Background: an optimization exercise with open tools, aiming at small area and a short achievable clock period. Do not read the settings as production practice. The RTL was checked by simulation tests, not by an equivalence proof against the original design. No driver is modelled on the clock port, so clocking that relies on it looks cheaper here than on a real chip. Power figures rest on the tool's default switching activity, not on a simulated workload.

[flow/flow/run.sh]
#!/bin/bash
# The standard layout (standard.sh, unchanged synthesis) with two changes:
# - the port buffers use sky130_fd_sc_hd__buf_1 (every port still gets one);
# - after clock tree synthesis, flow/skew.tcl delays the clock of the output
#   registers m and ov whose data paths are long, by a short chain of clock
#   delay cells (useful skew for the register-to-register path through the
#   multiplier).
export BUFFER_PORTS_ARGS="-buffer_cell sky130_fd_sc_hd__buf_1"
export POST_CTS_TCL="$PWD/flow/skew.tcl"
bash standard.sh > standard.log 2>&1
[flow/flow/skew.tcl]
# POST_CTS_TCL hook: useful skew for the register-to-register path through
# the multiplier. The clock of the output registers (m, ov) whose data paths
# are long is delayed by a short chain of clock delay cells, so that the path
# a_q/b_q -> m gets more time. The output ports, which m and ov drive, lose the
# same time. The delay is chosen to balance the two: the worst slack of the
# internal paths and of the output ports come out about equal. A register
# whose shortest path is short (small hold slack) gets a shorter chain.
# Every cell added is a clock buffer or delay cell on the clock net; the
# registers themselves are untouched.
set_propagated_clock [all_clocks]
estimate_parasitics -placement

set P "sky130_fd_sc_hd__"
# chains and their approximate added delay (ns), shortest first
set chains [list \
  [list 0.33 [list ${P}clkdlybuf4s18_1 ${P}clkbuf_4]] \
  [list 0.38 [list ${P}clkdlybuf4s25_1 ${P}clkbuf_4]] \
  [list 0.58 [list ${P}clkdlybuf4s50_1 ${P}clkbuf_4]] \
  [list 0.72 [list ${P}clkdlybuf4s50_1 ${P}clkbuf_1 ${P}clkbuf_4]] \
  [list 0.82 [list ${P}clkdlybuf4s50_1 ${P}clkdlybuf4s18_1 ${P}clkbuf_4]] \
  [list 0.87 [list ${P}clkdlybuf4s50_1 ${P}clkdlybuf4s25_1 ${P}clkbuf_4]] \
  [list 1.00 [list ${P}clkdlybuf4s50_1 ${P}clkdlybuf4s25_1 ${P}clkbuf_1 ${P}clkbuf_4]] \
  [list 1.10 [list ${P}clkdlybuf4s50_1 ${P}clkdlybuf4s50_1 ${P}clkbuf_4]] \
  [list 1.24 [list ${P}clkdlybuf4s50_1 ${P}clkdlybuf4s50_1 ${P}clkbuf_1 ${P}clkbuf_4]] \
  [list 1.39 [list ${P}clkdlybuf4s50_1 ${P}clkdlybuf4s50_1 ${P}clkdlybuf4s25_1 ${P}clkbuf_4]] \
]
# the internal paths lose about this much (ns) from here to the routed layout
set bias 0.1

proc worst {args} {
  set p [find_timing_paths {*}$args -path_delay max]
  return [get_property [lindex $p 0] slack]
}
set s_out [worst -to [all_outputs]]
set s_in [worst -from [all_inputs]]
puts "skew: before: output slack $s_out input slack $s_in"

set regs {}
foreach c [all_registers -cells] {
  set name [get_full_name $c]
  if {![regexp {^(m\[[0-9]+\]|ov)\$} $name]} { continue }
  set d [get_pins $name/D]
  lappend regs [list $name [get_property $d slack_max] [get_property $d slack_min]]
}
set s_int 1e9
foreach r $regs { if {[lindex $r 1] < $s_int} { set s_int [lindex $r 1] } }
puts "skew: before: internal slack $s_int"

set best -1
set best_ws -1e9
for {set i 0} {$i < [llength $chains]} {incr i} {
  set dly [lindex [lindex $chains $i] 0]
  set ws [expr {$s_out - $dly}]
  foreach r $regs {
    lassign $r name smax smin
    # registers that gain nothing keep their clock
    if {$smax >= $s_out - $dly} { continue }
    set ws [expr {min($ws, $smax + $dly - $bias)}]
  }
  puts "skew: chain $i (+$dly ns) predicted worst slack $ws"
  if {$ws > $best_ws} { set best_ws $ws; set best $i }
}
set dly [lindex [lindex $chains $best] 0]
puts "skew: using chain $best (+$dly ns)"

set groups [dict create]
foreach r $regs {
  lassign $r name smax smin
  if {$smax >= $s_out - $dly} { continue }
  # longest chain up to the chosen one that the hold slack allows
  set tier -1
  for {set i $best} {$i >= 0} {incr i -1} {
    if {[lindex [lindex $chains $i] 0] < $smin + 0.1} { set tier $i; break }
  }
  puts "skew: $name setup slack $smax hold slack $smin chain $tier"
  if {$tier < 0} { continue }
  set net [get_full_name [get_nets -of_objects [get_pins $name/CLK]]]
  dict lappend groups "$net $tier" "$name/CLK"
}
set k 0
dict for {key pins} $groups {
  lassign $key netname tier
  puts "skew: net $netname chain $tier drives [llength $pins] output registers"
  set cur $netname
  foreach cell [lindex [lindex $chains $tier] 1] {
    insert_buffer -buffer_cell $cell -net [get_nets $cur] -load_pins [get_pins $pins] -buffer_name "skew_buf_$k"
    incr k
    set cur [get_full_name [get_nets -of_objects [get_pins [lindex $pins 0]]]]
  }
}
detailed_placement
check_placement -verbose
estimate_parasitics -placement
puts "skew: after: output slack [worst -to [all_outputs]] internal slack [worst -from [all_registers -clock_pins] -to [all_registers -data_pins]]"
report_clock_skew
report_checks -path_delay min -digits 3
[flow/standard.sh]
#!/bin/bash
# synth_recipe.tcl (not shown) runs the flow's synth.tcl, then flattens the netlist and writes it again
# the make line also repeats each setting of config.mk as NAME=value (left out here)
make -C /OpenROAD-flow-scripts/flow DESIGN_CONFIG=/design/flow/config.mk WORK_HOME=/design/flow/orfs CLKGATE_MAP_FILE= SYNTH_SCRIPT=/design/flow/synth_recipe.tcl "${@:-finish}"
[flow/config.mk]
export PLATFORM = sky130hd
export DESIGN_NAME = booth_mul_top
export DESIGN_NICKNAME = booth_mul_top
export VERILOG_FILES = /design/flow/design.v
export SDC_FILE = /design/flow/constraint.sdc
export NUM_CORES = 4
export LEC_CHECK = 0
export ABC_AREA = 1
export CAP_MARGIN = 20
export CORE_MARGIN = 2
export CORE_UTILIZATION = 50
export CTS_BUF_LIST = sky130_fd_sc_hd__clkbuf_8
export HOLD_SLACK_MARGIN = 0.05
export SLEW_MARGIN = 60
export SYNTH_HIERARCHICAL = 1
export SYNTH_MINIMUM_KEEP_SIZE = 0
[flow/constraint.sdc]
create_clock -name core_clock -period 12.2 [get_ports {clk}]
set_input_delay 2.4400 -clock core_clock [delete_from_list [all_inputs] [get_ports {clk}]]
set_output_delay 2.4400 -clock core_clock [all_outputs]
set_load 0.01 [all_outputs]
[flow/design.v]
module booth_mul_top(clk, A, B, m, ov);
	input clk;
	input [15:0] A, B;
	output reg [30:0] m;
	output reg ov;
	reg [15:0] a_q, b_q;
	wire [30:0] m_w;
	wire ov_w;
	BoothMUL mul(.A(a_q), .B(b_q), .m(m_w), .ov(ov_w));
	always @(posedge clk) begin
		a_q <= A;
		b_q <= B;
		m <= m_w;
		ov <= ov_w;
	end
endmodule

module FA(a, b, c, cout, sum);
	input a, b, c;
	output cout, sum;
	assign {cout, sum} = a + b + c;
endmodule
module HA(a, b, cout, sum);
	input a, b;
	output cout, sum;
	assign {cout, sum} = a + b;
endmodule
module BoothMUL(A, B, m, ov);
	input [15:0] A, B;
	output [30:0] m;
	output ov;
	wire s1;
	wire c2;
	wire s3;
	wire c4;
	wire s5;
	wire c6;
	wire s7;
	wire c8;
	wire s9;
	wire c10;
	wire s11;
	wire c12;
	wire s13;
	wire c14;
	wire s15;
	wire c16;
	wire s17;
	wire c18;
	wire s19;
	wire c20;
	wire s21;
	wire c22;
	wire s23;
	wire c24;
	wire s25;
	wire c26;
	wire s27;
	wire c28;
	wire s29;
	wire c30;
	wire s31;
	wire c32;
	wire s33;
	wire c34;
	wire s35;
	wire c36;
	wire s37;
	wire c38;
	wire s39;
	wire c40;
	wire s41;
	wire c42;
	wire s43;
	wire c44;
	wire s45;
	wire c46;
	wire s47;
	wire c48;
	wire s49;
	wire c50;
	wire s51;
	wire c52;
	wire s53;
	wire c54;
	wire s55;
	wire c56;
	wire s57;
	wire c58;
	wire s59;
	wire c60;
	wire s61;
	wire c62;
	wire s63;
	wire c64;
	wire s65;
	wire c66;
	wire s67;
	wire c68;
	wire s69;
	wire c70;
	wire s71;
	wire c72;
	wire s73;
	wire c74;
	wire s75;
	wire c76;
	wire s77;
	wire c78;
	wire s79;
	wire c80;
	wire s81;
	wire c82;
	wire s83;
	wire c84;
	wire s85;
	wire c86;
	wire s87;
	wire c88;
	wire s89;
	wire c90;
	wire s91;
	wire c92;
	wire s93;
	wire c94;
	wire s95;
	wire c96;
	wire s97;
	wire c98;
	wire s99;
	wire c100;
	wire s101;
	wire c102;
	wire s103;
	wire c104;
	wire s105;
	wire c106;
	wire s107;
	wire c108;
	wire s109;
	wire c110;
	wire s111;
	wire c112;
	wire s113;
	wire c114;
	wire s115;
	wire c116;
	wire s117;
	wire c118;
	wire s119;
	wire c120;
	wire s121;
	wire c122;
	wire s123;
	wire c124;
	wire s125;
	wire c126;
	wire s127;
	wire c128;
	wire s129;
	wire c130;
	wire s131;
	wire c132;
	wire s133;
	wire c134;
	wire s135;
	wire c136;
	wire s137;
	wire c138;
	wire s139;
	wire c140;
	wire s141;
	wire c142;
	wire s143;
	wire c144;
	wire s145;
	wire c146;
	wire s147;
	wire c148;
	wire s149;
	wire c150;
	wire s151;
	wire c152;
	wire s153;
	wire c154;
	wire s155;
	wire c156;
	wire s157;
	wire c158;
	wire s159;
	wire c160;
	wire s161;
	wire c162;
	wire s163;
	wire c164;
	wire s165;
	wire c166;
	wire s167;
	wire c168;
	wire s169;
	wire c170;
	wire s171;
	wire c172;
	wire s173;
	wire c174;
	wire s175;
	wire c176;
	wire s177;
	wire c178;
	wire s179;
	wire c180;
	wire s181;
	wire c182;
	wire s183;
	wire c184;
	wire s185;
	wire c186;
	wire s187;
	wire c188;
	wire s189;
	wire c190;
	wire s191;
	wire c192;
	wire s193;
	wire c194;
	wire s195;
	wire c196;
	wire s197;
	wire c198;
	wire s199;
	wire c200;
	wire s201;
	wire c202;
	wire s203;
	wire c204;
	wire s205;
	wire c206;
	wire s207;
	wire c208;
	wire s209;
	wire c210;
	wire s211;
	wire c212;
	wire s213;
	wire c214;
	wire s215;
	wire c216;
	wire s217;
	wire c218;
	wire s219;
	wire c220;
	wire s221;
	wire c222;
	wire s223;
	wire c224;
	wire neg0 = B[1];
	wire one0 = B[0] ^ 1'b0;
	wire two0 = (B[1] & ~B[0] & ~1'b0) | (~B[1] & B[0] & 1'b0);
	wire negz0 = B[1] & ~(B[0] & 1'b0);
	wire [15:0] x0 = A ^ {16{negz0}};
	wire pp0_0 = (one0 & x0[0]) | (two0 & negz0);
	wire pp0_1 = (one0 & x0[1]) | (two0 & x0[0]);
	wire pp0_2 = (one0 & x0[2]) | (two0 & x0[1]);
	wire pp0_3 = (one0 & x0[3]) | (two0 & x0[2]);
	wire pp0_4 = (one0 & x0[4]) | (two0 & x0[3]);
	wire pp0_5 = (one0 & x0[5]) | (two0 & x0[4]);
	wire pp0_6 = (one0 & x0[6]) | (two0 & x0[5]);
	wire pp0_7 = (one0 & x0[7]) | (two0 & x0[6]);
	wire pp0_8 = (one0 & x0[8]) | (two0 & x0[7]);
	wire pp0_9 = (one0 & x0[9]) | (two0 & x0[8]);
	wire pp0_10 = (one0 & x0[10]) | (two0 & x0[9]);
	wire pp0_11 = (one0 & x0[11]) | (two0 & x0[10]);
	wire pp0_12 = (one0 & x0[12]) | (two0 & x0[11]);
	wire pp0_13 = (one0 & x0[13]) | (two0 & x0[12]);
	wire pp0_14 = (one0 & x0[14]) | (two0 & x0[13]);
	wire pp0_15 = (one0 & x0[15]) | (two0 & x0[14]);
	wire pp0_16 = ~((one0 | two0) & x0[15]);
	wire neg1 = B[3];
	wire one1 = B[2] ^ B[1];
	wire two1 = (B[3] & ~B[2] & ~B[1]) | (~B[3] & B[2] & B[1]);
	wire negz1 = B[3] & ~(B[2] & B[1]);
	wire [15:0] x1 = A ^ {16{negz1}};
	wire pp1_0 = (one1 & x1[0]) | (two1 & negz1);
	wire pp1_1 = (one1 & x1[1]) | (two1 & x1[0]);
	wire pp1_2 = (one1 & x1[2]) | (two1 & x1[1]);
	wire pp1_3 = (one1 & x1[3]) | (two1 & x1[2]);
	wire pp1_4 = (one1 & x1[4]) | (two1 & x1[3]);
	wire pp1_5 = (one1 & x1[5]) | (two1 & x1[4]);
	wire pp1_6 = (one1 & x1[6]) | (two1 & x1[5]);
	wire pp1_7 = (one1 & x1[7]) | (two1 & x1[6]);
	wire pp1_8 = (one1 & x1[8]) | (two1 & x1[7]);
	wire pp1_9 = (one1 & x1[9]) | (two1 & x1[8]);
	wire pp1_10 = (one1 & x1[10]) | (two1 & x1[9]);
	wire pp1_11 = (one1 & x1[11]) | (two1 & x1[10]);
	wire pp1_12 = (one1 & x1[12]) | (two1 & x1[11]);
	wire pp1_13 = (one1 & x1[13]) | (two1 & x1[12]);
	wire pp1_14 = (one1 & x1[14]) | (two1 & x1[13]);
	wire pp1_15 = (one1 & x1[15]) | (two1 & x1[14]);
	wire pp1_16 = ~((one1 | two1) & x1[15]);
	wire neg2 = B[5];
	wire one2 = B[4] ^ B[3];
	wire two2 = (B[5] & ~B[4] & ~B[3]) | (~B[5] & B[4] & B[3]);
	wire negz2 = B[5] & ~(B[4] & B[3]);
	wire [15:0] x2 = A ^ {16{negz2}};
	wire pp2_0 = (one2 & x2[0]) | (two2 & negz2);
	wire pp2_1 = (one2 & x2[1]) | (two2 & x2[0]);
	wire pp2_2 = (one2 & x2[2]) | (two2 & x2[1]);
	wire pp2_3 = (one2 & x2[3]) | (two2 & x2[2]);
	wire pp2_4 = (one2 & x2[4]) | (two2 & x2[3]);
	wire pp2_5 = (one2 & x2[5]) | (two2 & x2[4]);
	wire pp2_6 = (one2 & x2[6]) | (two2 & x2[5]);
	wire pp2_7 = (one2 & x2[7]) | (two2 & x2[6]);
	wire pp2_8 = (one2 & x2[8]) | (two2 & x2[7]);
	wire pp2_9 = (one2 & x2[9]) | (two2 & x2[8]);
	wire pp2_10 = (one2 & x2[10]) | (two2 & x2[9]);
	wire pp2_11 = (one2 & x2[11]) | (two2 & x2[10]);
	wire pp2_12 = (one2 & x2[12]) | (two2 & x2[11]);
	wire pp2_13 = (one2 & x2[13]) | (two2 & x2[12]);
	wire pp2_14 = (one2 & x2[14]) | (two2 & x2[13]);
	wire pp2_15 = (one2 & x2[15]) | (two2 & x2[14]);
	wire pp2_16 = ~((one2 | two2) & x2[15]);
	wire neg3 = B[7];
	wire one3 = B[6] ^ B[5];
	wire two3 = (B[7] & ~B[6] & ~B[5]) | (~B[7] & B[6] & B[5]);
	wire negz3 = B[7] & ~(B[6] & B[5]);
	wire [15:0] x3 = A ^ {16{negz3}};
	wire pp3_0 = (one3 & x3[0]) | (two3 & negz3);
	wire pp3_1 = (one3 & x3[1]) | (two3 & x3[0]);
	wire pp3_2 = (one3 & x3[2]) | (two3 & x3[1]);
	wire pp3_3 = (one3 & x3[3]) | (two3 & x3[2]);
	wire pp3_4 = (one3 & x3[4]) | (two3 & x3[3]);
	wire pp3_5 = (one3 & x3[5]) | (two3 & x3[4]);
	wire pp3_6 = (one3 & x3[6]) | (two3 & x3[5]);
	wire pp3_7 = (one3 & x3[7]) | (two3 & x3[6]);
	wire pp3_8 = (one3 & x3[8]) | (two3 & x3[7]);
	wire pp3_9 = (one3 & x3[9]) | (two3 & x3[8]);
	wire pp3_10 = (one3 & x3[10]) | (two3 & x3[9]);
	wire pp3_11 = (one3 & x3[11]) | (two3 & x3[10]);
	wire pp3_12 = (one3 & x3[12]) | (two3 & x3[11]);
	wire pp3_13 = (one3 & x3[13]) | (two3 & x3[12]);
	wire pp3_14 = (one3 & x3[14]) | (two3 & x3[13]);
	wire pp3_15 = (one3 & x3[15]) | (two3 & x3[14]);
	wire pp3_16 = ~((one3 | two3) & x3[15]);
	wire neg4 = B[9];
	wire one4 = B[8] ^ B[7];
	wire two4 = (B[9] & ~B[8] & ~B[7]) | (~B[9] & B[8] & B[7]);
	wire negz4 = B[9] & ~(B[8] & B[7]);
	wire [15:0] x4 = A ^ {16{negz4}};
	wire pp4_0 = (one4 & x4[0]) | (two4 & negz4);
	wire pp4_1 = (one4 & x4[1]) | (two4 & x4[0]);
	wire pp4_2 = (one4 & x4[2]) | (two4 & x4[1]);
	wire pp4_3 = (one4 & x4[3]) | (two4 & x4[2]);
	wire pp4_4 = (one4 & x4[4]) | (two4 & x4[3]);
	wire pp4_5 = (one4 & x4[5]) | (two4 & x4[4]);
	wire pp4_6 = (one4 & x4[6]) | (two4 & x4[5]);
	wire pp4_7 = (one4 & x4[7]) | (two4 & x4[6]);
	wire pp4_8 = (one4 & x4[8]) | (two4 & x4[7]);
	wire pp4_9 = (one4 & x4[9]) | (two4 & x4[8]);
	wire pp4_10 = (one4 & x4[10]) | (two4 & x4[9]);
	wire pp4_11 = (one4 & x4[11]) | (two4 & x4[10]);
	wire pp4_12 = (one4 & x4[12]) | (two4 & x4[11]);
	wire pp4_13 = (one4 & x4[13]) | (two4 & x4[12]);
	wire pp4_14 = (one4 & x4[14]) | (two4 & x4[13]);
	wire pp4_15 = (one4 & x4[15]) | (two4 & x4[14]);
	wire pp4_16 = ~((one4 | two4) & x4[15]);
	wire neg5 = B[11];
	wire one5 = B[10] ^ B[9];
	wire two5 = (B[11] & ~B[10] & ~B[9]) | (~B[11] & B[10] & B[9]);
	wire negz5 = B[11] & ~(B[10] & B[9]);
	wire [15:0] x5 = A ^ {16{negz5}};
	wire pp5_0 = (one5 & x5[0]) | (two5 & negz5);
	wire pp5_1 = (one5 & x5[1]) | (two5 & x5[0]);
	wire pp5_2 = (one5 & x5[2]) | (two5 & x5[1]);
	wire pp5_3 = (one5 & x5[3]) | (two5 & x5[2]);
	wire pp5_4 = (one5 & x5[4]) | (two5 & x5[3]);
	wire pp5_5 = (one5 & x5[5]) | (two5 & x5[4]);
	wire pp5_6 = (one5 & x5[6]) | (two5 & x5[5]);
	wire pp5_7 = (one5 & x5[7]) | (two5 & x5[6]);
	wire pp5_8 = (one5 & x5[8]) | (two5 & x5[7]);
	wire pp5_9 = (one5 & x5[9]) | (two5 & x5[8]);
	wire pp5_10 = (one5 & x5[10]) | (two5 & x5[9]);
	wire pp5_11 = (one5 & x5[11]) | (two5 & x5[10]);
	wire pp5_12 = (one5 & x5[12]) | (two5 & x5[11]);
	wire pp5_13 = (one5 & x5[13]) | (two5 & x5[12]);
	wire pp5_14 = (one5 & x5[14]) | (two5 & x5[13]);
	wire pp5_15 = (one5 & x5[15]) | (two5 & x5[14]);
	wire pp5_16 = ~((one5 | two5) & x5[15]);
	wire neg6 = B[13];
	wire one6 = B[12] ^ B[11];
	wire two6 = (B[13] & ~B[12] & ~B[11]) | (~B[13] & B[12] & B[11]);
	wire negz6 = B[13] & ~(B[12] & B[11]);
	wire [15:0] x6 = A ^ {16{negz6}};
	wire pp6_0 = (one6 & x6[0]) | (two6 & negz6);
	wire pp6_1 = (one6 & x6[1]) | (two6 & x6[0]);
	wire pp6_2 = (one6 & x6[2]) | (two6 & x6[1]);
	wire pp6_3 = (one6 & x6[3]) | (two6 & x6[2]);
	wire pp6_4 = (one6 & x6[4]) | (two6 & x6[3]);
	wire pp6_5 = (one6 & x6[5]) | (two6 & x6[4]);
	wire pp6_6 = (one6 & x6[6]) | (two6 & x6[5]);
	wire pp6_7 = (one6 & x6[7]) | (two6 & x6[6]);
	wire pp6_8 = (one6 & x6[8]) | (two6 & x6[7]);
	wire pp6_9 = (one6 & x6[9]) | (two6 & x6[8]);
	wire pp6_10 = (one6 & x6[10]) | (two6 & x6[9]);
	wire pp6_11 = (one6 & x6[11]) | (two6 & x6[10]);
	wire pp6_12 = (one6 & x6[12]) | (two6 & x6[11]);
	wire pp6_13 = (one6 & x6[13]) | (two6 & x6[12]);
	wire pp6_14 = (one6 & x6[14]) | (two6 & x6[13]);
	wire pp6_15 = (one6 & x6[15]) | (two6 & x6[14]);
	wire pp6_16 = ~((one6 | two6) & x6[15]);
	wire neg7 = B[15];
	wire one7 = B[14] ^ B[13];
	wire two7 = (B[15] & ~B[14] & ~B[13]) | (~B[15] & B[14] & B[13]);
	wire negz7 = B[15] & ~(B[14] & B[13]);
	wire [15:0] x7 = A ^ {16{negz7}};
	wire pp7_0 = (one7 & x7[0]) | (two7 & negz7);
	wire pp7_1 = (one7 & x7[1]) | (two7 & x7[0]);
	wire pp7_2 = (one7 & x7[2]) | (two7 & x7[1]);
	wire pp7_3 = (one7 & x7[3]) | (two7 & x7[2]);
	wire pp7_4 = (one7 & x7[4]) | (two7 & x7[3]);
	wire pp7_5 = (one7 & x7[5]) | (two7 & x7[4]);
	wire pp7_6 = (one7 & x7[6]) | (two7 & x7[5]);
	wire pp7_7 = (one7 & x7[7]) | (two7 & x7[6]);
	wire pp7_8 = (one7 & x7[8]) | (two7 & x7[7]);
	wire pp7_9 = (one7 & x7[9]) | (two7 & x7[8]);
	wire pp7_10 = (one7 & x7[10]) | (two7 & x7[9]);
	wire pp7_11 = (one7 & x7[11]) | (two7 & x7[10]);
	wire pp7_12 = (one7 & x7[12]) | (two7 & x7[11]);
	wire pp7_13 = (one7 & x7[13]) | (two7 & x7[12]);
	wire pp7_14 = (one7 & x7[14]) | (two7 & x7[13]);
	wire pp7_15 = (one7 & x7[15]) | (two7 & x7[14]);
	wire pp7_16 = ~((one7 | two7) & x7[15]);
	HA ha2(.a(negz5), .b(pp0_10), .cout(c2), .sum(s1));
	HA ha4(.a(pp0_11), .b(pp1_9), .cout(c4), .sum(s3));
	FA fa6(.a(negz6), .b(pp0_12), .c(pp1_10), .cout(c6), .sum(s5));
	HA ha8(.a(pp2_8), .b(pp3_6), .cout(c8), .sum(s7));
	FA fa10(.a(pp0_13), .b(pp1_11), .c(pp2_9), .cout(c10), .sum(s9));
	HA ha12(.a(pp3_7), .b(pp4_5), .cout(c12), .sum(s11));
	FA fa14(.a(negz7), .b(pp0_14), .c(pp1_12), .cout(c14), .sum(s13));
	FA fa16(.a(pp2_10), .b(pp3_8), .c(pp4_6), .cout(c16), .sum(s15));
	HA ha18(.a(pp5_4), .b(pp6_2), .cout(c18), .sum(s17));
	FA fa20(.a(pp0_15), .b(pp1_13), .c(pp2_11), .cout(c20), .sum(s19));
	FA fa22(.a(pp3_9), .b(pp4_7), .c(pp5_5), .cout(c22), .sum(s21));
	HA ha24(.a(pp6_3), .b(pp7_1), .cout(c24), .sum(s23));
	assign s25 = ~(pp0_16 ^ pp1_14);
	assign c26 = pp0_16 | pp1_14;
	FA fa28(.a(pp2_12), .b(pp3_10), .c(pp4_8), .cout(c28), .sum(s27));
	FA fa30(.a(pp5_6), .b(pp6_4), .c(pp7_2), .cout(c30), .sum(s29));
	assign s31 = ~(pp1_15 ^ pp2_13);
	assign c32 = pp1_15 | pp2_13;
	FA fa34(.a(pp3_11), .b(pp4_9), .c(pp5_7), .cout(c34), .sum(s33));
	HA ha36(.a(pp6_5), .b(pp7_3), .cout(c36), .sum(s35));
	FA fa38(.a(pp1_16), .b(pp2_14), .c(pp3_12), .cout(c38), .sum(s37));
	FA fa40(.a(pp4_10), .b(pp5_8), .c(pp6_6), .cout(c40), .sum(s39));
	assign s41 = ~(pp2_15 ^ pp3_13);
	assign c42 = pp2_15 | pp3_13;
	HA ha44(.a(pp4_11), .b(pp5_9), .cout(c44), .sum(s43));
	FA fa46(.a(pp2_16), .b(pp3_14), .c(pp4_12), .cout(c46), .sum(s45));
	assign s47 = ~pp3_15;
	assign c48 = pp3_15;
	HA ha50(.a(negz3), .b(pp0_6), .cout(c50), .sum(s49));
	HA ha52(.a(pp0_7), .b(pp1_5), .cout(c52), .sum(s51));
	FA fa54(.a(negz4), .b(pp0_8), .c(pp1_6), .cout(c54), .sum(s53));
	HA ha56(.a(pp2_4), .b(pp3_2), .cout(c56), .sum(s55));
	FA fa58(.a(pp0_9), .b(pp1_7), .c(pp2_5), .cout(c58), .sum(s57));
	HA ha60(.a(pp3_3), .b(pp4_1), .cout(c60), .sum(s59));
	FA fa62(.a(pp1_8), .b(pp2_6), .c(pp3_4), .cout(c62), .sum(s61));
	FA fa64(.a(pp4_2), .b(pp5_0), .c(s1), .cout(c64), .sum(s63));
	FA fa66(.a(pp2_7), .b(pp3_5), .c(pp4_3), .cout(c66), .sum(s65));
	FA fa68(.a(pp5_1), .b(c2), .c(s3), .cout(c68), .sum(s67));
	FA fa70(.a(pp4_4), .b(pp5_2), .c(pp6_0), .cout(c70), .sum(s69));
	FA fa72(.a(c4), .b(s7), .c(s5), .cout(c72), .sum(s71));
	FA fa74(.a(pp5_3), .b(pp6_1), .c(c8), .cout(c74), .sum(s73));
	FA fa76(.a(s11), .b(c6), .c(s9), .cout(c76), .sum(s75));
	FA fa78(.a(pp7_0), .b(c12), .c(s17), .cout(c78), .sum(s77));
	FA fa80(.a(c10), .b(s13), .c(s15), .cout(c80), .sum(s79));
	FA fa82(.a(c18), .b(s23), .c(c14), .cout(c82), .sum(s81));
	FA fa84(.a(c16), .b(s19), .c(s21), .cout(c84), .sum(s83));
	FA fa86(.a(c24), .b(c20), .c(c22), .cout(c86), .sum(s85));
	FA fa88(.a(s25), .b(s27), .c(s29), .cout(c88), .sum(s87));
	FA fa90(.a(s35), .b(c26), .c(c28), .cout(c90), .sum(s89));
	FA fa92(.a(c30), .b(s31), .c(s33), .cout(c92), .sum(s91));
	FA fa94(.a(pp7_4), .b(c36), .c(c32), .cout(c94), .sum(s93));
	FA fa96(.a(c34), .b(s37), .c(s39), .cout(c96), .sum(s95));
	FA fa98(.a(pp6_7), .b(pp7_5), .c(s43), .cout(c98), .sum(s97));
	FA fa100(.a(c38), .b(c40), .c(s41), .cout(c100), .sum(s99));
	FA fa102(.a(pp5_10), .b(pp6_8), .c(pp7_6), .cout(c102), .sum(s101));
	FA fa104(.a(c44), .b(c42), .c(s45), .cout(c104), .sum(s103));
	FA fa106(.a(pp4_13), .b(pp5_11), .c(pp6_9), .cout(c106), .sum(s105));
	FA fa108(.a(pp7_7), .b(s47), .c(c46), .cout(c108), .sum(s107));
	FA fa110(.a(pp3_16), .b(pp4_14), .c(pp5_12), .cout(c110), .sum(s109));
	FA fa112(.a(pp6_10), .b(pp7_8), .c(c48), .cout(c112), .sum(s111));
	assign s113 = ~(pp4_15 ^ pp5_13);
	assign c114 = pp4_15 | pp5_13;
	HA ha116(.a(pp6_11), .b(pp7_9), .cout(c116), .sum(s115));
	FA fa118(.a(pp4_16), .b(pp5_14), .c(pp6_12), .cout(c118), .sum(s117));
	assign s119 = ~pp5_15;
	assign c120 = pp5_15;
	HA ha122(.a(negz2), .b(pp0_4), .cout(c122), .sum(s121));
	HA ha124(.a(pp0_5), .b(pp1_3), .cout(c124), .sum(s123));
	FA fa126(.a(pp1_4), .b(pp2_2), .c(pp3_0), .cout(c126), .sum(s125));
	FA fa128(.a(pp2_3), .b(pp3_1), .c(c50), .cout(c128), .sum(s127));
	FA fa130(.a(pp4_0), .b(c52), .c(s55), .cout(c130), .sum(s129));
	FA fa132(.a(c56), .b(s59), .c(c54), .cout(c132), .sum(s131));
	FA fa134(.a(c60), .b(c58), .c(s61), .cout(c134), .sum(s133));
	FA fa136(.a(c62), .b(s65), .c(c64), .cout(c136), .sum(s135));
	FA fa138(.a(c66), .b(s69), .c(c68), .cout(c138), .sum(s137));
	FA fa140(.a(c70), .b(s73), .c(c72), .cout(c140), .sum(s139));
	FA fa142(.a(c74), .b(s77), .c(c76), .cout(c142), .sum(s141));
	FA fa144(.a(c78), .b(c80), .c(s81), .cout(c144), .sum(s143));
	FA fa146(.a(c82), .b(c84), .c(s85), .cout(c146), .sum(s145));
	FA fa148(.a(c86), .b(c88), .c(s89), .cout(c148), .sum(s147));
	FA fa150(.a(c90), .b(c92), .c(s93), .cout(c150), .sum(s149));
	FA fa152(.a(s97), .b(c94), .c(c96), .cout(c152), .sum(s151));
	FA fa154(.a(s101), .b(c98), .c(c100), .cout(c154), .sum(s153));
	FA fa156(.a(c102), .b(s105), .c(c104), .cout(c156), .sum(s155));
	FA fa158(.a(c106), .b(s109), .c(s111), .cout(c158), .sum(s157));
	FA fa160(.a(s115), .b(c110), .c(s113), .cout(c160), .sum(s159));
	FA fa162(.a(pp7_10), .b(c116), .c(c114), .cout(c162), .sum(s161));
	FA fa164(.a(pp6_13), .b(pp7_11), .c(s119), .cout(c164), .sum(s163));
	FA fa166(.a(pp5_16), .b(pp6_14), .c(pp7_12), .cout(c166), .sum(s165));
	assign s167 = ~pp6_15;
	assign c168 = pp6_15;
	HA ha170(.a(negz1), .b(pp0_2), .cout(c170), .sum(s169));
	HA ha172(.a(pp0_3), .b(pp1_1), .cout(c172), .sum(s171));
	FA fa174(.a(pp1_2), .b(pp2_0), .c(s121), .cout(c174), .sum(s173));
	FA fa176(.a(pp2_1), .b(c122), .c(s123), .cout(c176), .sum(s175));
	FA fa178(.a(c124), .b(s49), .c(s125), .cout(c178), .sum(s177));
	FA fa180(.a(s51), .b(c126), .c(s127), .cout(c180), .sum(s179));
	FA fa182(.a(s53), .b(c128), .c(s129), .cout(c182), .sum(s181));
	FA fa184(.a(s57), .b(c130), .c(s131), .cout(c184), .sum(s183));
	FA fa186(.a(s63), .b(c132), .c(s133), .cout(c186), .sum(s185));
	FA fa188(.a(s67), .b(c134), .c(s135), .cout(c188), .sum(s187));
	FA fa190(.a(s71), .b(c136), .c(s137), .cout(c190), .sum(s189));
	FA fa192(.a(s75), .b(c138), .c(s139), .cout(c192), .sum(s191));
	FA fa194(.a(s79), .b(c140), .c(s141), .cout(c194), .sum(s193));
	FA fa196(.a(s83), .b(c142), .c(s143), .cout(c196), .sum(s195));
	FA fa198(.a(s87), .b(c144), .c(s145), .cout(c198), .sum(s197));
	FA fa200(.a(s91), .b(c146), .c(s147), .cout(c200), .sum(s199));
	FA fa202(.a(s95), .b(c148), .c(s149), .cout(c202), .sum(s201));
	FA fa204(.a(s99), .b(c150), .c(s151), .cout(c204), .sum(s203));
	FA fa206(.a(s103), .b(c152), .c(s153), .cout(c206), .sum(s205));
	FA fa208(.a(s107), .b(c154), .c(s155), .cout(c208), .sum(s207));
	FA fa210(.a(c108), .b(s157), .c(c156), .cout(c210), .sum(s209));
	FA fa212(.a(c112), .b(s159), .c(c158), .cout(c212), .sum(s211));
	FA fa214(.a(s117), .b(c160), .c(s161), .cout(c214), .sum(s213));
	FA fa216(.a(c118), .b(s163), .c(c162), .cout(c216), .sum(s215));
	FA fa218(.a(c120), .b(s165), .c(c164), .cout(c218), .sum(s217));
	FA fa220(.a(pp7_13), .b(s167), .c(c166), .cout(c220), .sum(s219));
	FA fa222(.a(pp6_16), .b(pp7_14), .c(c168), .cout(c222), .sum(s221));
	assign s223 = ~pp7_15;
	assign c224 = pp7_15;
	wire [31:0] X = {1'b1, pp7_16, s223, s221, s219, s217, c214, s213, s211, s209, c206, c204, c202, c200, c198, c196, c194, c192, c190, c188, c186, c184, c182, c180, c178, c176, c174, c172, c170, pp1_0, pp0_1, negz0};
	wire [31:0] Y = {1'b0, c224, c222, c220, c218, c216, s215, c212, c210, c208, s207, s205, s203, s201, s199, s197, s195, s193, s191, s189, s187, s185, s183, s181, s179, s177, s175, s173, s171, s169, 1'b0, pp0_0};
	wire [31:0] P;
	wire [31:0] g, p;
	HA pg0(.a(X[0]), .b(Y[0]), .cout(g[0]), .sum(p[0]));
	assign g[1] = 1'b0;
	assign p[1] = pp0_1;
	HA pg2(.a(X[2]), .b(Y[2]), .cout(g[2]), .sum(p[2]));
	HA pg3(.a(X[3]), .b(Y[3]), .cout(g[3]), .sum(p[3]));
	HA pg4(.a(X[4]), .b(Y[4]), .cout(g[4]), .sum(p[4]));
	HA pg5(.a(X[5]), .b(Y[5]), .cout(g[5]), .sum(p[5]));
	HA pg6(.a(X[6]), .b(Y[6]), .cout(g[6]), .sum(p[6]));
	HA pg7(.a(X[7]), .b(Y[7]), .cout(g[7]), .sum(p[7]));
	HA pg8(.a(X[8]), .b(Y[8]), .cout(g[8]), .sum(p[8]));
	HA pg9(.a(X[9]), .b(Y[9]), .cout(g[9]), .sum(p[9]));
	HA pg10(.a(X[10]), .b(Y[10]), .cout(g[10]), .sum(p[10]));
	HA pg11(.a(X[11]), .b(Y[11]), .cout(g[11]), .sum(p[11]));
	HA pg12(.a(X[12]), .b(Y[12]), .cout(g[12]), .sum(p[12]));
	HA pg13(.a(X[13]), .b(Y[13]), .cout(g[13]), .sum(p[13]));
	HA pg14(.a(X[14]), .b(Y[14]), .cout(g[14]), .sum(p[14]));
	HA pg15(.a(X[15]), .b(Y[15]), .cout(g[15]), .sum(p[15]));
	HA pg16(.a(X[16]), .b(Y[16]), .cout(g[16]), .sum(p[16]));
	HA pg17(.a(X[17]), .b(Y[17]), .cout(g[17]), .sum(p[17]));
	HA pg18(.a(X[18]), .b(Y[18]), .cout(g[18]), .sum(p[18]));
	HA pg19(.a(X[19]), .b(Y[19]), .cout(g[19]), .sum(p[19]));
	HA pg20(.a(X[20]), .b(Y[20]), .cout(g[20]), .sum(p[20]));
	HA pg21(.a(X[21]), .b(Y[21]), .cout(g[21]), .sum(p[21]));
	HA pg22(.a(X[22]), .b(Y[22]), .cout(g[22]), .sum(p[22]));
	HA pg23(.a(X[23]), .b(Y[23]), .cout(g[23]), .sum(p[23]));
	HA pg24(.a(X[24]), .b(Y[24]), .cout(g[24]), .sum(p[24]));
	HA pg25(.a(X[25]), .b(Y[25]), .cout(g[25]), .sum(p[25]));
	HA pg26(.a(X[26]), .b(Y[26]), .cout(g[26]), .sum(p[26]));
	HA pg27(.a(X[27]), .b(Y[27]), .cout(g[27]), .sum(p[27]));
	HA pg28(.a(X[28]), .b(Y[28]), .cout(g[28]), .sum(p[28]));
	HA pg29(.a(X[29]), .b(Y[29]), .cout(g[29]), .sum(p[29]));
	HA pg30(.a(X[30]), .b(Y[30]), .cout(g[30]), .sum(p[30]));
	assign g[31] = 1'b0;
	assign p[31] = ~1'b0;
	assign G225 = g[1] | (p[1] & g[0]);
	assign Pq226 = p[1] & p[0];
	assign G227 = g[3] | (p[3] & g[2]);
	assign Pq228 = p[3] & p[2];
	assign G229 = g[5] | (p[5] & g[4]);
	assign Pq230 = p[5] & p[4];
	assign G231 = g[7] | (p[7] & g[6]);
	assign Pq232 = p[7] & p[6];
	assign G233 = g[9] | (p[9] & g[8]);
	assign Pq234 = p[9] & p[8];
	assign G235 = g[11] | (p[11] & g[10]);
	assign Pq236 = p[11] & p[10];
	assign G237 = g[13] | (p[13] & g[12]);
	assign Pq238 = p[13] & p[12];
	assign G239 = g[15] | (p[15] & g[14]);
	assign Pq240 = p[15] & p[14];
	assign G241 = g[17] | (p[17] & g[16]);
	assign Pq242 = p[17] & p[16];
	assign G243 = g[19] | (p[19] & g[18]);
	assign Pq244 = p[19] & p[18];
	assign G245 = g[21] | (p[21] & g[20]);
	assign Pq246 = p[21] & p[20];
	assign G247 = g[23] | (p[23] & g[22]);
	assign Pq248 = p[23] & p[22];
	assign G249 = g[25] | (p[25] & g[24]);
	assign Pq250 = p[25] & p[24];
	assign G251 = g[27] | (p[27] & g[26]);
	assign Pq252 = p[27] & p[26];
	assign G253 = g[29] | (p[29] & g[28]);
	assign Pq254 = p[29] & p[28];
	assign G255 = g[31] | (p[31] & g[30]);
	assign Pq256 = p[31] & p[30];
	assign G257 = G227 | (Pq228 & G225);
	assign Pq258 = Pq228 & Pq226;
	assign G259 = G231 | (Pq232 & G229);
	assign Pq260 = Pq232 & Pq230;
	assign G261 = G235 | (Pq236 & G233);
	assign Pq262 = Pq236 & Pq234;
	assign G263 = G239 | (Pq240 & G237);
	assign Pq264 = Pq240 & Pq238;
	assign G265 = G243 | (Pq244 & G241);
	assign Pq266 = Pq244 & Pq242;
	assign G267 = G247 | (Pq248 & G245);
	assign Pq268 = Pq248 & Pq246;
	assign G269 = G251 | (Pq252 & G249);
	assign Pq270 = Pq252 & Pq250;
	assign G271 = G255 | (Pq256 & G253);
	assign Pq272 = Pq256 & Pq254;
	assign G273 = G259 | (Pq260 & G257);
	assign Pq274 = Pq260 & Pq258;
	assign G275 = G263 | (Pq264 & G261);
	assign Pq276 = Pq264 & Pq262;
	assign G277 = G267 | (Pq268 & G265);
	assign Pq278 = Pq268 & Pq266;
	assign G279 = G271 | (Pq272 & G269);
	assign Pq280 = Pq272 & Pq270;
	assign G281 = G275 | (Pq276 & G273);
	assign Pq282 = Pq276 & Pq274;
	assign G283 = G279 | (Pq280 & G277);
	assign Pq284 = Pq280 & Pq278;
	assign G285 = G283 | (Pq284 & G281);
	assign Pq286 = Pq284 & Pq282;
	assign G287 = G277 | (Pq278 & G281);
	assign Pq288 = Pq278 & Pq282;
	assign G289 = G261 | (Pq262 & G273);
	assign Pq290 = Pq262 & Pq274;
	assign G291 = G265 | (Pq266 & G281);
	assign Pq292 = Pq266 & Pq282;
	assign G293 = G269 | (Pq270 & G287);
	assign Pq294 = Pq270 & Pq288;
	assign G295 = G229 | (Pq230 & G257);
	assign Pq296 = Pq230 & Pq258;
	assign G297 = G233 | (Pq234 & G273);
	assign Pq298 = Pq234 & Pq274;
	assign G299 = G237 | (Pq238 & G289);
	assign Pq300 = Pq238 & Pq290;
	assign G301 = G241 | (Pq242 & G281);
	assign Pq302 = Pq242 & Pq282;
	assign G303 = G245 | (Pq246 & G291);
	assign Pq304 = Pq246 & Pq292;
	assign G305 = G249 | (Pq250 & G287);
	assign Pq306 = Pq250 & Pq288;
	assign G307 = G253 | (Pq254 & G293);
	assign Pq308 = Pq254 & Pq294;
	assign G309 = g[2] | (p[2] & G225);
	assign Pq310 = p[2] & Pq226;
	assign G311 = g[4] | (p[4] & G257);
	assign Pq312 = p[4] & Pq258;
	assign G313 = g[6] | (p[6] & G295);
	assign Pq314 = p[6] & Pq296;
	assign G315 = g[8] | (p[8] & G273);
	assign Pq316 = p[8] & Pq274;
	assign G317 = g[10] | (p[10] & G297);
	assign Pq318 = p[10] & Pq298;
	assign G319 = g[12] | (p[12] & G289);
	assign Pq320 = p[12] & Pq290;
	assign G321 = g[14] | (p[14] & G299);
	assign Pq322 = p[14] & Pq300;
	assign G323 = g[16] | (p[16] & G281);
	assign Pq324 = p[16] & Pq282;
	assign G325 = g[18] | (p[18] & G301);
	assign Pq326 = p[18] & Pq302;
	assign G327 = g[20] | (p[20] & G291);
	assign Pq328 = p[20] & Pq292;
	assign G329 = g[22] | (p[22] & G303);
	assign Pq330 = p[22] & Pq304;
	assign G331 = g[24] | (p[24] & G287);
	assign Pq332 = p[24] & Pq288;
	assign G333 = g[26] | (p[26] & G305);
	assign Pq334 = p[26] & Pq306;
	assign G335 = g[28] | (p[28] & G293);
	assign Pq336 = p[28] & Pq294;
	assign G337 = g[30] | (p[30] & G307);
	assign Pq338 = p[30] & Pq308;
	assign P[0] = p[0];
	assign P[1] = p[1] ^ g[0];
	assign P[2] = p[2] ^ G225;
	assign P[3] = p[3] ^ G309;
	assign P[4] = p[4] ^ G257;
	assign P[5] = p[5] ^ G311;
	assign P[6] = p[6] ^ G295;
	assign P[7] = p[7] ^ G313;
	assign P[8] = p[8] ^ G273;
	assign P[9] = p[9] ^ G315;
	assign P[10] = p[10] ^ G297;
	assign P[11] = p[11] ^ G317;
	assign P[12] = p[12] ^ G289;
	assign P[13] = p[13] ^ G319;
	assign P[14] = p[14] ^ G299;
	assign P[15] = p[15] ^ G321;
	assign P[16] = p[16] ^ G281;
	assign P[17] = p[17] ^ G323;
	assign P[18] = p[18] ^ G301;
	assign P[19] = p[19] ^ G325;
	assign P[20] = p[20] ^ G291;
	assign P[21] = p[21] ^ G327;
	assign P[22] = p[22] ^ G303;
	assign P[23] = p[23] ^ G329;
	assign P[24] = p[24] ^ G287;
	assign P[25] = p[25] ^ G331;
	assign P[26] = p[26] ^ G305;
	assign P[27] = p[27] ^ G333;
	assign P[28] = p[28] ^ G293;
	assign P[29] = p[29] ^ G335;
	assign P[30] = p[30] ^ G307;
	assign P[31] = p[31] ^ G337;
	assign m = P[30:0];
	assign ov = ~P[31];
endmodule
==> results.txt, run 1 <==
----------------------------------------------------
[Cells and area]
  Number of nets in the layout ... 990
  Utilization of the core after routing ... 0.5629
  Ratio of cells with drive above 1 in the final layout ... 0.1061
  Commonest cells after routing, fill and taps aside ... o22ai_1, xnor2_1, fa_1, ha_1, buf_1
  P&R area growth vs syn ... 8.932%
  Final instance area ... ~7900 µm²
  Number of diodes ... 0
  Post-route insts no fill ... 981

[Min path]
  Startpoint of the tightest hold check path ... b_q[14]
  Class of the worst hold path ... flop to flop

[GRT]
  Number of antenna violations at the first check in global routing ... 0
  Global-route usage over all layers ... 0.2423
  Remaining global-route overflow ... 0
  Number of global-route vias before repair ... 5820
  Largest net degree at the start of global routing ... 22
  Wire length of the first global-routing pass ... a little under 30 mm

[Power]
  Total power draw ... ~2.3 mW
  Maximum vdd ir drop ... about 0.18 mV
  Net switching component of the power ... approximately 1.1 mW
  Internal power ... between 1 and 1.5 mW
  Comb power frac ... 0.729
  Power density normalized to cell area ... about 290 nW/µm²
  Switching share of power ... 0.4661
  Power share of the sequential group ... 0.147
  Leakage power ... 3.259 nW
  Clk pwr share ... 0.124

[Route]
  Wire length after detailed routing ... between 15 and 20 mm
  DR vias ... 5557
  Average detailed-routed wire length per instance ... around 18 µm
  Antenna violation net count after detailed routing ... 0
  DRC viols ... 0
  Post-DR vias/cell ... 5.665
  DR iter-0 viols ... ~440
  TritonRoute pass-1 iters ... 5

[Clock tree]
  Clock tree sinks ... 64
  Clock latency of the later-clocked register in the worst-skew pair ... 1460 ps
  Clock tree from TritonCTS ... done
  Clock-pin slew reported for the worst setup and hold paths after clock tree synthesis ... ~80 ps

[Critical path]
  Worst Path Required ... 13340 ps
  Register-to-register setup slack ... a little under 8000 ps
  Largest driver fanout on the critical path ... 21
  Crit path launch type ... flop
  Cell with the most instances on the worst path ... nand2_1
  Number of cells on the critical path ... 24
  Launching instance or port of the critical path ... b_q[1]
  Delay of the slowest cell on the worst path ... about 550 ps
  Number of buffers and inverters on the critical path ... 2
  CP Capture Type ... flop
  Worst EP arrival ... roughly 5600 ps
  Standard cell with the maximum stage delay on the critical path ... fa_1
  Launch instance of the worst register-to-register path ... b_q[1]
  Cell breakdown of the critical path ... ha_1, nor2_4, buf_8, xor2_1, o22ai_1, fa_1, fa_1, fa_1, fa_1, ha_1, nand2_1, inv_1, nand2_1, nand2_1, a21oi_1, nand2_4, nand2_2, nand2_4, nand2_2, nand2_2, nand2_1, nand2_1, ha_1, or2_2
  Critical Setup Path Class ... flop to flop
  Critical path endpoint ... ov
  Worst r2r dst ... ov
  Worst Reg-to-Reg Cells ... 24
  Family with the most delay on the worst path ... adder cells

[Logic synthesis]
  Synthesized Nets ... 929
  Netlist Area Pre-Place ... 7228 µm²
  Mean instance size in the synthesized netlist ... ~9.8 µm²
  Synthesis-stage register bit count ... 64
  Prevailing post-synth register cell ... dfxtp_1
  Count of warnings emitted by yosys ... around 120
  Number of synthesized flops with an enable pin ... 0
  Share of async-settable or async-resettable flops after synthesis ... 0
  Share of the yosys chip area belonging to registers ... 0.1773
  Post-synthesis cell count ... ~740
  Synth unique cells ... 32

[Placed design]
  Worst setup slack after placement ... ~6800 ps
  Routability Congestion ... 0.9095
  Cell total after placement ... 944
  Number of buffers inserted by port buffering ... between 60 and 70
  Total placed instance area ... approximately 7500 µm²
  Detailed placement HPWL ... ~14 mm

[Die]
  Row count ... 43
  Die outline area ... approximately 15000 µm²
  Height of the die ... around 120 µm
  Initial core utilization ... 0.5167
  I/O pin count ... 65
  Horizontal die dimension ... around 120 µm
  Core Box Area ... between 10000 and 15000 µm²

[Timing]
  Clock skew after layout ... ~1100 ps
  Post-Route Setup TNS ... 0 ps
  Maximum clock rate ... roughly 0.22 GHz
  Time the final worst path needs with I/O delays and setup ... 4454 ps
  Worst Hold Margin ... approximately 24 ps
  RSZ-0062 raised after global routing ... false
  Final Hold Violating Endpoints ... 0
  Rel. slew slack ... 0.6108
  Count of final setup violators ... 0
  Final worst-path setup slack ... a little under 8000 ps
  Slew at the pin with the worst max-slew slack ... 577.7 ps
  Final critical-path share of the clock period ... 0.3651
  Max-slew violation total from the final report ... 0

[Run]
  Reported max-cap violation count ... 0

[Status]
  Result of the run ... complete, no violations

----------------------------------------------------
## worst register-to-register path, stage by stage, from the launching register on
cell and delay [ps]:
dfxtp_2 500, ha_1 320, nor2_4 270, buf_8 200, xor2_1 200, o22ai_1 120
fa_1 480, fa_1 440, fa_1 550, fa_1 420, ha_1 320, nand2_1 110
inv_1 50, nand2_1 50, nand2_1 50, a21oi_1 210, nand2_4 100, nand2_2 80
nand2_4 70, nand2_2 70, nand2_2 50, nand2_1 60, nand2_1 50, ha_1 160
or2_2 290
## sequential cells by signal (all words and copies together) (netlist names)
register and count:
a_q 16, b_q 16, m 31, ov 1
## power by group through the flow
stage	sequential (mW)	combinational, mW	clock (mW)
3_3_place_gp	0.340	1.62	0
5_1_grt	0.343	1.94	0.309
3_5_place_dp	0.341	1.67	0
6_report	0.336	1.67	0.283
2_1_floorplan	0.356	1.28	0
## worst min path at each step
| stage | endpoint | slack [ps] | cells past startpoint |
|---|---|---|---|
| 6_report | ov | 20 | 5 |
| 2_1_floorplan | m[0] | 570 | 2 |
| 5_1_grt | m[29] | 80 | 6 |
| 3_5_place_dp | m[1] | 860 | 2 |
| 3_3_place_gp | ov | 880 | 5 |
## modules after synthesis, one instance, submodules excluded
module | flip-flops and latches | cells
BoothMUL | 0 | 537
FA | 0 | 1
HA | 0 | 1
booth_mul_top | 64 | 64
## layer usage
| metal | share of wire | up-vias | global-route usage |
|---|---|---|---|
| met3 | 0.068 | 35 | 0.05938 |
| met2 | 0.46 | 199 | 0.3809 |
| met5 | 0 | - | 0 |
| met4 | 0.028 | 0 | 0.1084 |
| met1 | 0.44 | 2703 | 0.3170 |
| li1 | - | 2620 | - |
## kinds of logic after synthesis
| group | after synthesis | synth area share |
|---|---|---|
| adders and majority gates | 161 | 0.3690 |
| xor gates and xnor gates | 142 | 0.1721 |
| DFF | 64 | 0.1773 |
| buffers and inverters | 99 | 0.06630 |
| AOI/OAI and AO/OA | 156 | 0.1340 |
| and+or+nand+nor | 113 | 0.08136 |
## Yosys cell counts (3+ instances only)
cell type	count	share of area
o22ai_1	113	0.098
xnor2_1	113	0.14
fa_1	87	0.24
ha_1	74	0.13
dfxtp_1	64	0.18
nand2_1	46	0.024
inv_1	43	0.022
xor2_1	29	0.035
buf_2	20	0.014
nor2_1	19	0.0099
o21ai_0	18	0.012
inv_2	16	0.0083
nand3_1	14	0.0097
a21oi_1	11	0.0076
or2_1	11	0.0095
clkbuf_1	9	0.0047
nand2_2	8	0.0069
o21ai_2	6	0.0073
nor2_4	5	0.0078
buf_6	4	0.0062
buf_8	4	0.0083
a31o_2	3	0.0036
o21bai_1	3	0.0031
## cell type report, without the clock buffers
class | count | area, µm²
timing repair buffer | 69 | 304.0
sequential | 64 | 1297
tap | 180 | 225.2
multi-input combinational | 572 | 5468
fill | 1273 | 6115
inverter | 60 | 225.2
clock inverter | 6 | 43.79
==> run 2, diff against run 1 <==
--- a/flow/config.mk
+++ b/flow/config.mk
@@ -13,3 +13,3 @@
 export HOLD_SLACK_MARGIN = 0.05
-export SLEW_MARGIN = 60
+export SLEW_MARGIN = 70
 export SYNTH_HIERARCHICAL = 1
==> results.txt, run 2 <==
----------------------------------------------------
[Critical path]
  Cell breakdown of the critical path ... buf_1
  Worst EP arrival ... ~1800 ps
  Critical Setup Path Class ... flop to primary output
  Worst Path Required ... around 10000 ps
  Largest driver fanout on the critical path ... 1
  Delay of the slowest cell on the worst path ... between 300 and 400 ps
  Crit path launch type ... flop
  Family with the most delay on the worst path ... flip-flops
  Register-to-register setup slack ... 7970 ps
  Number of buffers and inverters on the critical path ... 1
  CP Capture Type ... primary output
  Standard cell with the maximum stage delay on the critical path ... dfxtp_1

[Cells and area]
  Utilization of the core after routing ... 0.5665
  P&R area growth vs syn ... 9.642%
  Commonest cells after routing, fill and taps aside ... o22ai_1, xnor2_1, fa_1, ha_1, buf_1
  Number of diodes ... 0
  Top flop regs ... m: 31 flops, a_q: 16 flops, b_q: 16 flops
  Filler Cells Inserted ... 1288
  Final instance area ... between 7000 and 8000 µm²
  Max reg flops ... 31
  Ratio of cells with drive above 1 in the final layout ... 0.1236
  Number of nets in the layout ... around 1000
  Largest Register ... m

[Power]
  Power density normalized to cell area ... between 200 and 300 nW/µm²
  Leakage power ... around 3.3 nW
  Maximum vdd ir drop ... between 0.15 and 0.2 mV
  Total power draw ... 2.273 mW

[Timing]
  Max-slew violation total from the final report ... 0
  Count of final setup violators ... 0
  Final critical-path share of the clock period ... 0.3506
  Rel. slew slack ... 0.7278
  Final Hold Violating Endpoints ... 0
  Maximum clock rate ... between 0.2 and 0.25 GHz
  Post-Route Setup TNS ... 0 ps
  Clock skew after layout ... ~1000 ps
  Time the final worst path needs with I/O delays and setup ... between 4000 and 5000 ps
  Slew at the pin with the worst max-slew slack ... about 410 ps
  RSZ-0062 raised after global routing ... false

[Clock tree]
  Clock latency of the later-clocked register in the worst-skew pair ... 1360 ps
  Clock tree from TritonCTS ... done
  Clock tree sinks ... 64
  Clock-pin slew reported for the worst setup and hold paths after clock tree synthesis ... ~110 ps

[Die]
  I/O pin count ... 65
  Die outline area ... 15430 µm²
  Initial core utilization ... 0.5167
  Core Box Area ... approximately 14000 µm²
  Row count ... 43
  Horizontal die dimension ... around 120 µm
  Height of the die ... 124.2 µm

[Status]
  Result of the run ... complete, no violations

[Logic synthesis]
  Leading cell types by total area after synthesis ... fa_1, dfxtp_1, xnor2_1, ha_1, o22ai_1
  Synth unique cells ... 32
  Mean instance size in the synthesized netlist ... slightly below 10 µm²
  Synthesis-stage register bit count ... between 60 and 70
  Commonest cells post-synth ... o22ai_1, xnor2_1, fa_1
  Prevailing post-synth register cell ... dfxtp_1
  Cell taking the most area after synthesis ... fa_1
  Count of warnings emitted by yosys ... between 100 and 150
  Share of the yosys chip area belonging to registers ... 0.1773
  Post-synthesis cell count ... roughly 740
  Netlist Area Pre-Place ... 7228 µm²
  Share of async-settable or async-resettable flops after synthesis ... 0
  Top-area cell type share of the netlist area ... 0.2410
  Number of synthesized flops with an enable pin ... 0
  Synthesized Nets ... 929

[Route]
  Wire length after detailed routing ... roughly 18 mm
  Post-DR vias/cell ... ~5.6
  Average detailed-routed wire length per instance ... ~18 µm
  DR iter-0 viols ... a little over 400
  DR vias ... roughly 5500
  Antenna violation net count after detailed routing ... 0
  TritonRoute pass-1 iters ... 5
  DRC viols ... 0

[Placed design]
  Number of buffers inserted by port buffering ... 64
  Total placed instance area ... 7542 µm²
  Detailed placement HPWL ... between 10 and 15 mm
  Routability Congestion ... 0.9095

[Run]
  Reported max-cap violation count ... 0

[GRT]
  Number of global-route vias before repair ... a little under 6000
  Global-route usage over all layers ... 0.2390
  Wire length of the first global-routing pass ... between 20 and 30 mm
  Remaining global-route overflow ... 0
  Number of antenna violations at the first check in global routing ... 0
  Largest net degree at the start of global routing ... 22

[Min path]
  Class of the worst hold path ... flop to flop

----------------------------------------------------
## run 2: changes by cell type in the layout (fill, tap and decap cells not counted), moves of 3 or more
cell | before | now
buf_4 | 0 | 6
clkbuf_1 | 2 | 5
clkdlybuf4s25_1 | 2 | 5
clkdlybuf4s50_1 | 10 | 5
dlygate4sd3_1 | 0 | 3
inv_1 | 42 | 34
inv_2 | 16 | 24
o21ai_0 | 17 | 14
o21ai_1 | 1 | 4
## run 2: stage by stage
stage	setup WS, ps	hold slack, ps	std cells
after floorplan	7443	568.5	735
after global placement	6695	879.0	940
after detailed placement	7044	758.9	949
after global routing	7689	72.64	989
final	7922	46.25	989
## run 2: area by class of cell, without the clock buffers
cell class	instances	area, µm²	share of cell area
clock inverter	6	43.79	0.005526
inverter	60	226.5	0.02858
multi-input combinational	572	5470	0.6902
sequential	64	1301	0.1642
tap	180	225.2	0.02842
timing repair buffer	77	364.1	0.04594
## run 2: cell families after synthesis
logic type | after synthesis | synth area share
compound gates | 156 | 0.1340
flops | 64 | 0.1773
buf+inv | 99 | 0.06630
simple gates | 113 | 0.08136
xor+xnor | 142 | 0.1721
fa+ha+maj | 161 | 0.3690
## run 2: path summary, 6_finish.rpt
kind | startpoint | endpoint | depth (start not counted)
max | m[25] | m[25] | 1
min | b_q[14] | m[30] | 5
max reg2reg | b_q[1] | ov | 23
min reg2reg | b_q[14] | m[30] | 5
## run 2: routing by layer
layer	wire, µm	vias to the layer above	share of wire	track usage
met4	416	0	0.023	0.09518
met3	1206	32	0.067	0.04862
li1	-	2643	-	-
met2	8286	196	0.46	0.3767
met5	0	-	0	0
met1	8134	2673	0.45	0.3231
## run 2: tightest hold or removal path, cell delays in order, from the launching register on
cell	delay (ps)
dfxtp_1	350
ha_1	180
nand2_1	60
nand2_1	90
ha_1	130
ha_1	130
## run 2: power breakdown
group          internal [mW]  switching [mW]  total (mW)
clock                  0.154           0.116       0.270
combinational          0.750           0.918        1.67
sequential             0.307          0.0293       0.336
total                   1.21            1.06        2.27
## run 2: Yosys stat by module (local to each module, per instance)
module         flops+latches  cells inside
BoothMUL                   0           537
FA                         0             1
HA                         0             1
booth_mul_top             64            64
==> run 3, diff against run 2 <==
--- a/flow/config.mk
+++ b/flow/config.mk
@@ -10,3 +10,3 @@
 export CORE_MARGIN = 2
-export CORE_UTILIZATION = 50
+export CORE_UTILIZATION = 40
 export CTS_BUF_LIST = sky130_fd_sc_hd__clkbuf_8
==> results.txt, run 3 <==
----------------------------------------------------
[Critical path]
  Critical Setup Path Class ... flop to flop
  Crit path launch type ... flop
  Standard cell with the maximum stage delay on the critical path ... dlygate4sd3_1
  Worst EP arrival ... 5790 ps
  CP Capture Type ... flop
  Delay of the slowest cell on the worst path ... ~580 ps
  Largest driver fanout on the critical path ... 15
  Cell with the most instances on the worst path ... fa_1
  Worst Path Required ... 13400 ps
  Register-to-register setup slack ... 7610 ps
  Cell breakdown of the critical path ... dlygate4sd3_1, nand3_1, dlygate4sd3_1, o21ai_2, inv_2, o22ai_1, fa_1, fa_1, fa_1, fa_1, ha_1, a21o_1, nand3_1, a21oi_1, nor2_1, nand2_4, nand2_2, nand2_2, nand2_1, nand2_1, ha_1, or2_2

[Logic synthesis]
  Post-synthesis cell count ... 735
  Cell taking the most area after synthesis ... fa_1
  Leading cell types by total area after synthesis ... fa_1, dfxtp_1, xnor2_1, ha_1, o22ai_1
  Synth unique cells ... 32
  Top-area cell type share of the netlist area ... 0.2410
  Commonest cells post-synth ... o22ai_1, xnor2_1, fa_1
  Netlist Area Pre-Place ... ~7200 µm²
  Synthesis-stage register bit count ... 64
  Share of the yosys chip area belonging to registers ... 0.1773
  Synthesized Nets ... 929
  Prevailing post-synth register cell ... dfxtp_1
  Share of async-settable or async-resettable flops after synthesis ... 0
  Number of synthesized flops with an enable pin ... 0
  Count of warnings emitted by yosys ... ~120
  Mean instance size in the synthesized netlist ... 9.834 µm²

[Placed design]
  Detailed placement HPWL ... about 13 mm
  Number of buffers inserted by port buffering ... between 60 and 70
  Routability Congestion ... 0.9150
  Worst setup slack after placement ... 6978 ps

[Route]
  DRC viols ... 0
  DR iter-0 viols ... between 200 and 300
  Antenna violation net count after detailed routing ... 0
  TritonRoute pass-1 iters ... 5
  Average detailed-routed wire length per instance ... 15.92 µm
  Wire length after detailed routing ... between 15 and 20 mm
  Post-DR vias/cell ... 5.269
  DR vias ... 5459

[Timing]
  Time the final worst path needs with I/O delays and setup ... between 4000 and 5000 ps
  Clock skew after layout ... 953.3 ps
  Final critical-path share of the clock period ... 0.3763
  Rel. slew slack ... 0.7123
  Final worst-path setup slack ... roughly 7600 ps
  Final Hold Violating Endpoints ... 0
  Maximum clock rate ... approximately 0.22 GHz
  Count of final setup violators ... 0
  RSZ-0062 raised after global routing ... false
  Post-Route Setup TNS ... 0 ps
  Max-slew violation total from the final report ... 0
  Worst Hold Margin ... ~74 ps
  Slew at the pin with the worst max-slew slack ... ~430 ps

[Power]
  Maximum vdd ir drop ... 0.1928 mV
  Leakage power ... between 3 and 4 nW
  Power density normalized to cell area ... roughly 280 nW/µm²

[Clock tree]
  Clock tree sinks ... 64
  Clock tree from TritonCTS ... done
  Clock-pin slew reported for the worst setup and hold paths after clock tree synthesis ... about 60 ps
  Clock latency of the later-clocked register in the worst-skew pair ... approximately 1300 ps

[GRT]
  Number of antenna violations at the first check in global routing ... 0
  Number of global-route vias before repair ... around 5500
  Wire length of the first global-routing pass ... around 27 mm
  Met3 routing resource usage after global routing ... 0.03706
  Largest net degree at the start of global routing ... 22
  Global-route met1 utilization ... 0.2253
  Remaining global-route overflow ... 0
  Met2 usage ... 0.3056
  GRT Max-Usage Layer ... met2
  Global-route usage over all layers ... 0.1796

[Cells and area]
  Ratio of cells with drive above 1 in the final layout ... 0.1227
  Top flop regs ... m: 31 flops, a_q: 16 flops, b_q: 16 flops
  Utilization of the core after routing ... 0.4478
  Commonest cells after routing, fill and taps aside ... o22ai_1, xnor2_1, fa_1, ha_1, buf_1
  Number of nets in the layout ... approximately 1000
  Number of diodes ... 0
  Filler Cells Inserted ... about 1800
  P&R area growth vs syn ... 10.52%
  Max reg flops ... 31
  Largest Register ... m
  Total area of multi-input combinational cells ... approximately 5500 µm²
  Area taken by flip-flops and latches ... between 1000 and 1500 µm²

[Status]
  Result of the run ... complete, no violations

[Die]
  Initial core utilization ... 0.4051
  Height of the die ... between 100 and 150 µm
  Core Box Area ... 17840 µm²
  Row count ... between 40 and 50
  Horizontal die dimension ... approximately 140 µm
  Die outline area ... about 19000 µm²
  I/O pin count ... 65

[Run]
  Reported max-cap violation count ... 0

[Min path]
  Class of the worst hold path ... flop to flop

----------------------------------------------------
[run 3: metal layers]
| metal | wire length, µm | up-vias |
|---|---|---|
| met5 | 0 | - |
| met1 | 7005 | 2633 |
| met4 | 420 | 0 |
| li1 | - | 2646 |
| met2 | 8191 | 154 |
| met3 | 876 | 26 |
[run 3: path summary, 6_finish.rpt]
kind | from | to | cells past startpoint
max | b_q[14] | ov | 22
min | b_q[13] | ov | 5
min reg2reg | b_q[13] | ov | 5
max reg2reg | b_q[14] | ov | 22
[run 3: logic make-up (layout without fill, tap and decap cells)]
| logic type | Yosys count | count (layout) | synth area share |
|---|---|---|---|
| DFF | 64 | 64 | 0.1773 |
| xor gates and xnor gates | 142 | 142 | 0.1721 |
| and+or+nand+nor | 113 | 113 | 0.08136 |
| buffers and inverters | 99 | 171 | 0.06630 |
| adders and majority gates | 161 | 161 | 0.3690 |
| AOI/OAI and AO/OA | 156 | 156 | 0.1340 |
[run 3: power by group]
part | total (mW) | internal, mW | switching [mW]
Combinational | 1.64 | 0.748 | 0.895
Clock | 0.265 | 0.160 | 0.106
Sequential | 0.337 | 0.307 | 0.0294
[run 3: critical path, delay by kind of cell (launching register included)]
| family | cells | cell delay (ps) |
|---|---|---|
| AND/OR/NAND/NOR | 9 | 920 |
| flip-flops | 1 | 300 |
| AO/OA/AOI/OAI | 4 | 590 |
| adder cells (fa/ha/maj) | 6 | 2320 |
| buffers and inverters | 3 | 1300 |
[run 3: per-module statistics from Yosys (local to each module, per instance)]
| module | cells | times used |
|---|---|---|
| BoothMUL | 537 | 1 |
| HA | 1 | 47 |
| FA | 1 | 87 |
| booth_mul_top | 64 | 1 |
[run 3: layout make-up, without the clock buffers]
type                    count  share of cell area
flip-flops and latches     64              0.1629
repair buffers             79             0.04683
well taps                 229             0.03587
inverters                  60             0.02835
multi-input cells         572              0.6847
clock inverters             6            0.008457
[run 3: through the flow]
stage | std cells | cell area (µm²) | total power [mW]
floorplan | 735 | 7228 | 1.634
global placement | 989 | 7501 | 1.989
detailed placement | 999 | 7604 | 2.010
global route | 1036 | 7989 | 2.561
finish | 1036 | 7989 | 2.245

## what the ideal ports hide
The results above use ideal ports. As a check the final layouts listed here were re-extracted and re-timed, cells and wires unchanged. Step 1: set_driving_cell puts a clkbuf_16 on clk and a buf_2 on each other input, an assumption about the parent block. Step 2, shift: input delay + t, output delay - t, t = (earliest + latest rising clock arrival at the registers) / 2. This alone moves slack from input paths to output paths. a / b / c = ideal / step 1 / step 2; a / b = the first two.
run	shift t [ns]	setup slack, ns	latest minus earliest clock arrival (ns)	worst register clock-pin slew, ns	pins driven straight from the clock port
run 1	0.946	7.746 / 7.746 / 7.746	1.097 / 1.097	0.09 / 0.09	1
run 2	0.894	7.922 / 7.886 / 7.970	1.000 / 1.000	0.11 / 0.11	1
run 3	0.870	7.609 / 7.609 / 7.609	0.953 / 0.953	0.08 / 0.08	1
In every run listed the clock reaches the registers at very different times; t lies between them, and the last value is a rough guide only.
